This design comes from an exercise in tuning for small area and a short achievable clock period on the open sky130 flow, not from production work. The RTL was checked by simulation tests, not by an equivalence proof against the original design.

Setup of the reference run:
## ALU_TOP
module ALU_TOP #(
  parameter DATA_WIDTH = 16
  ) (
  input wire [DATA_WIDTH - 1 : 0] A,
  input wire [DATA_WIDTH - 1 : 0] B,
  input wire [3:0] ALU_FUN,
  input wire CLK,
  output wire [DATA_WIDTH - 1 : 0] Arith_OUT,
  output wire Carry_OUT,
  output wire Arith_Flag,
  output wire [DATA_WIDTH - 1 : 0] Logic_OUT,
  output wire Logic_Flag,
  output wire [DATA_WIDTH - 1 : 0] Shift_OUT,
  output wire Shift_Flag,
  output wire [DATA_WIDTH - 1 : 0] CMP_OUT,
  output wire CMP_Flag
  );
==> module DIV_R4, before the edit <==
module DIV_R4 #(
  parameter FIRST = 0,
  parameter LAST = 15,
  parameter PREFIX = 2
  ) (
  input  wire [15:0] a,
  input  wire [15:0] b,
  input  wire [17:0] b3,      
  input  wire [15:0] r_in,
  output wire [15:0] q,
  output wire [15:0] r_out
  );
  wire [16:0] b2 = {b, 1'b0};
  wire [18:0] hi1, hi2, hi3;
  assign hi1[18] = 1'b0;
  assign hi2[18] = 1'b0;
  assign hi3[18] = 1'b0;
  genvar w;
  generate
    for (w = 17; w >= 0; w = w - 1) begin : g_hi
      assign hi1[w] = hi1[w + 1] | ((w < 16) ? b[w < 16 ? w : 0] : 1'b0);
      assign hi2[w] = hi2[w + 1] | ((w < 17) ? b2[w < 17 ? w : 0] : 1'b0);
      assign hi3[w] = hi3[w + 1] | b3[w];
    end
  endgenerate
  wire [15:0] r [FIRST:LAST + 2];
  assign r[FIRST] = r_in;
  genvar s;
  generate
    for (s = FIRST; s <= LAST; s = s + 2) begin : g_step
      localparam W = s + 2;
      wire [W-1:0] x;
      if (s == 0) begin : g_x0
        assign x = a[15:14];
      end else begin : g_xn
        assign x = {r[s][s-1:0], a[15-s], a[14-s]};
      end
      wire [W-1:0] d1, d2, d3;
      wire bo1, bo2, bo3;
      SUBW #(.W(W), .PREFIX(PREFIX)) U_s1 (.x(x), .y(b [W-1:0]), .d(d1), .bo(bo1));
      SUBW #(.W(W), .PREFIX(PREFIX)) U_s2 (.x(x), .y(b2[W-1:0]), .d(d2), .bo(bo2));
      SUBW #(.W(W), .PREFIX(PREFIX)) U_s3 (.x(x), .y(b3[W-1:0]), .d(d3), .bo(bo3));
      wire ge1 = ~bo1 & ~hi1[W];
      wire ge2 = ~bo2 & ~hi2[W];
      wire ge3 = ~bo3 & ~hi3[W];
      assign q[15-s] = ge2;
      assign q[14-s] = ge3 | (ge1 & ~ge2);
      wire [W-1:0] rn = ge3 ? d3 : ge2 ? d2 : ge1 ? d1 : x;
      if (W >= 16) begin : g_last
        assign r[s+2] = rn[15:0];
      end else begin : g_mid
        assign r[s+2] = {{(16-W){1'b0}}, rn};
      end
    end
  endgenerate
  assign r_out = r[LAST + 1];
  genvar u;
  generate
    for (u = 0; u < 16; u = u + 1) begin : g_q
      if (u > 15 - FIRST || u < 15 - LAST) begin : g_z
        assign q[u] = 1'b0;
      end
    end
  endgenerate
endmodule
==> module ALU_TOP, before the edit <==
module ALU_TOP #(
  parameter DATA_WIDTH = 16
  ) (
  input wire [DATA_WIDTH - 1 : 0] A,
  input wire [DATA_WIDTH - 1 : 0] B,
  input wire [3:0] ALU_FUN,
  input wire CLK,
  output wire [DATA_WIDTH - 1 : 0] Arith_OUT,
  output wire Carry_OUT,
  output wire Arith_Flag,
  output wire [DATA_WIDTH - 1 : 0] Logic_OUT,
  output wire Logic_Flag,
  output wire [DATA_WIDTH - 1 : 0] Shift_OUT,
  output wire Shift_Flag,
  output wire [DATA_WIDTH - 1 : 0] CMP_OUT,
  output wire CMP_Flag
  );
  localparam K = 8;    
  wire [15:0] q_pre;
  wire [15:0] r_pre;
  wire [17:0] b3_pre = {2'b00, B} + {1'b0, B, 1'b0};
  DIV_R4 #(.FIRST(0), .LAST(K - 1)) U_div_pre (
    .a(A), .b(B), .b3(b3_pre), .r_in(16'd0), .q(q_pre), .r_out(r_pre)
  );
  reg [15:0] a_q, b_q;
  reg [3:0]  fun_q;
  reg [K-1:0] qh_q;
  reg [K-1:0] r_q;
  reg [17:0] b3_q;
  always @(posedge CLK) begin
    a_q   <= A;
    b_q   <= B;
    fun_q <= ALU_FUN;
    qh_q  <= q_pre[15:16-K];
    r_q   <= r_pre[K-1:0];
    b3_q  <= b3_pre;
  end
  wire [15:0] q_post;
  wire [15:0] r_post;
  DIV_R4 #(.FIRST(K), .LAST(15)) U_div_post (
    .a(a_q), .b(b_q), .b3(b3_q), .r_in({{(16-K){1'b0}}, r_q}), .q(q_post), .r_out(r_post)
  );
  wire [15:0] quot = {qh_q, q_post[15-K:0]};
  wire [16:0] sum  = {1'b0, a_q} + {1'b0, b_q};
  wire [16:0] dif  = {1'b0, a_q} - {1'b0, b_q};
  wire [16:0] prod = a_q * b_q;
  wire sel_arith = (fun_q[3:2] == 2'b00);
  wire sel_logic = (fun_q[3:2] == 2'b01);
  wire sel_cmp   = (fun_q[3:2] == 2'b10);
  wire sel_shift = (fun_q[3:2] == 2'b11);
  reg [16:0] arith;
  always @(*) begin
    case (fun_q[1:0])
      2'b00: arith = sum;
      2'b01: arith = dif;
      2'b10: arith = prod;
      default: arith = {1'b0, quot};
    endcase
  end
  assign {Carry_OUT, Arith_OUT} = sel_arith ? arith : 17'd0;
  assign Arith_Flag = sel_arith;
  reg [15:0] logic_r;
  always @(*) begin
    case (fun_q[1:0])
      2'b00: logic_r = a_q & b_q;
      2'b01: logic_r = a_q | b_q;
      2'b10: logic_r = ~(a_q & b_q);
      default: logic_r = ~(a_q | b_q);
    endcase
  end
  assign Logic_OUT  = sel_logic ? logic_r : 16'd0;
  assign Logic_Flag = sel_logic;
  reg [1:0] cmp_r;
  always @(*) begin
    case (fun_q[1:0])
      2'b00: cmp_r = 2'd0;
      2'b01: cmp_r = (a_q == b_q) ? 2'd1 : 2'd0;
      2'b10: cmp_r = (a_q > b_q) ? 2'd2 : 2'd0;
      default: cmp_r = (a_q < b_q) ? 2'd3 : 2'd0;
    endcase
  end
  assign CMP_OUT  = sel_cmp ? {14'd0, cmp_r} : 16'd0;
  assign CMP_Flag = sel_cmp;
  reg [15:0] shift_r;
  always @(*) begin
    case (fun_q[1:0])
      2'b00: shift_r = a_q >> 1;
      2'b01: shift_r = a_q << 1;
      2'b10: shift_r = b_q >> 1;
      default: shift_r = b_q << 1;
    endcase
  end
  assign Shift_OUT  = sel_shift ? shift_r : 16'd0;
  assign Shift_Flag = sel_shift;
endmodule
==> flow/config.mk <==
export PLATFORM = sky130hd
export DESIGN_NAME = ALU_TOP
export DESIGN_NICKNAME = ALU_TOP
export VERILOG_FILES = /design/flow/design.v
export SDC_FILE = /design/flow/constraint.sdc
export NUM_CORES = 4
export LEC_CHECK = 0
export CAP_MARGIN = 20
export CORE_MARGIN = 2
export CORE_UTILIZATION = 60
export SLEW_MARGIN = 20
export TNS_END_PERCENT = 0
==> flow/constraint.sdc <==
create_clock -name core_clock -period 38.0 [get_ports {CLK}]
set_input_delay 7.6000 -clock core_clock [delete_from_list [all_inputs] [get_ports {CLK}]]
set_output_delay 7.6000 -clock core_clock [all_outputs]
set_load 0.01 [all_outputs]
standard.sh (not shown) runs the stock make flow with config.mk's settings and CLKGATE_MAP_FILE= SYNTH_SCRIPT=/design/flow/synth_recipe.tcl, a recipe that flattens the netlist after the stock synthesis.
==> flow/flow/run.sh <==
#!/bin/bash
# The standard layout with two changes to how it is made (the SDC, clock
# period and constraints are unchanged):
#  - synthesis leaves adders to ABC instead of mapping them to full/half-adder
#    cells first (ADDER_MAP_FILE empty skips extract_fa); registers are the
#    same as in the standard synthesis;
#  - the resizer's setup repair aims at a slack well above zero, so it keeps
#    sizing the critical path after the 38 ns clock is met.
set -euo pipefail
MARGIN=23.5
bash standard.sh ADDER_MAP_FILE= SETUP_SLACK_MARGIN=$MARGIN finish > standard_make.log 2>&1
The reference run completed; timing, DRC and antenna clean
Modified inputs, the trial run compared to the reference run
--- a/flow/design.v
+++ b/flow/design.v
@@ -43,11 +43,12 @@
   endgenerate
 endmodule
 module DIV_R4 #(
   parameter FIRST = 0,
   parameter LAST = 15,
-  parameter PREFIX = 2
+  parameter PREFIX = 2,
+  parameter HI3_FROM_B = 0    
   ) (
   input  wire [15:0] a,
   input  wire [15:0] b,
   input  wire [17:0] b3,      
   input  wire [15:0] r_in,
@@ -62,11 +63,15 @@
   genvar w;
   generate
     for (w = 17; w >= 0; w = w - 1) begin : g_hi
       assign hi1[w] = hi1[w + 1] | ((w < 16) ? b[w < 16 ? w : 0] : 1'b0);
       assign hi2[w] = hi2[w + 1] | ((w < 17) ? b2[w < 17 ? w : 0] : 1'b0);
-      assign hi3[w] = hi3[w + 1] | b3[w];
+      if (HI3_FROM_B) begin : g_cmp
+        assign hi3[w] = ({16'd0, b} >= (((32'd1 << w) + 32'd2) / 32'd3));
+      end else begin : g_or
+        assign hi3[w] = hi3[w + 1] | b3[w];
+      end
     end
   endgenerate
   wire [15:0] r [FIRST:LAST + 2];
   assign r[FIRST] = r_in;
   genvar s;
@@ -126,11 +131,11 @@
   );
   localparam K = 8;    
   wire [15:0] q_pre;
   wire [15:0] r_pre;
   wire [17:0] b3_pre = {2'b00, B} + {1'b0, B, 1'b0};
-  DIV_R4 #(.FIRST(0), .LAST(K - 1)) U_div_pre (
+  DIV_R4 #(.FIRST(0), .LAST(K - 1), .HI3_FROM_B(1)) U_div_pre (
     .a(A), .b(B), .b3(b3_pre), .r_in(16'd0), .q(q_pre), .r_out(r_pre)
   );
   reg [15:0] a_q, b_q;
   reg [3:0]  fun_q;
   reg [K-1:0] qh_q;
[summary]
- The trial run: done, clean on timing, DRC and antenna
- Looking at final critical-path share of the clock period, the trial run sits 1.8 points lower than the reference run does.
- Re non-filler instance count after layout: the trial run and the reference run aren't equal, and the higher value belongs to the reference run.
- Compared with the reference run, in the trial run distinct cell type count after synthesis picked up an extra 17; non-clock buffer count went up 65; synthesized area fell 210 sq um.
- Compared with the reference run, the trial run shows a total via count after detailed routing that is 396 lower.
- The reference run was smaller in final cell area than the trial run.
- On the trial run: path length in cells of the critical path is about 10% higher than what the reference run gave.
- Utilization for the trial run: 3.7 points up relative to the reference run
- Side by side, number of non-clock inverters turned out lower in the trial run than in the reference run.
- Lower endpoint arrival time on the critical path among the trial run and the reference run: the trial run
- Relative to the reference run, the quantity of gates resized following cts measured on the trial run has increased by more than half.

[re-timing with driven ports]
How much do the figures lean on ideal ports? The routed layouts below were timed once more, with nothing changed but the port constraints.
Step 1 sets driving cells, clkbuf_16 on the clock port and buf_2 on the other inputs (assumed; they add their load-dependent delay and slew).
Step 2 adds t to the input delays and takes it off the output delays; t is the mean of the earliest and latest rising clock arrival at the registers after step 1. Input paths then give back, and output paths get back, about the clock's delay inside the block.
Three values: ideal ports, drivers, drivers and shift; two values: the first two.
run | t (ns) | slack for setup (ns) | worst hold slack (ns) | worst data-port slew with drivers (ns)
the reference run | 0.431 | 21.113 / 21.056 / 21.021 | 7.662 / 7.632 / 8.063 | 0.05
the trial run | 0.432 | 21.798 / 21.742 / 21.729 | 7.654 / 7.628 / 8.060 | 0.06
After both steps setup and hold are still met in every run listed. The setup slack of the reference run, which loses most, moves by -0.057 ns with the drivers and by -0.092 ns with both steps.
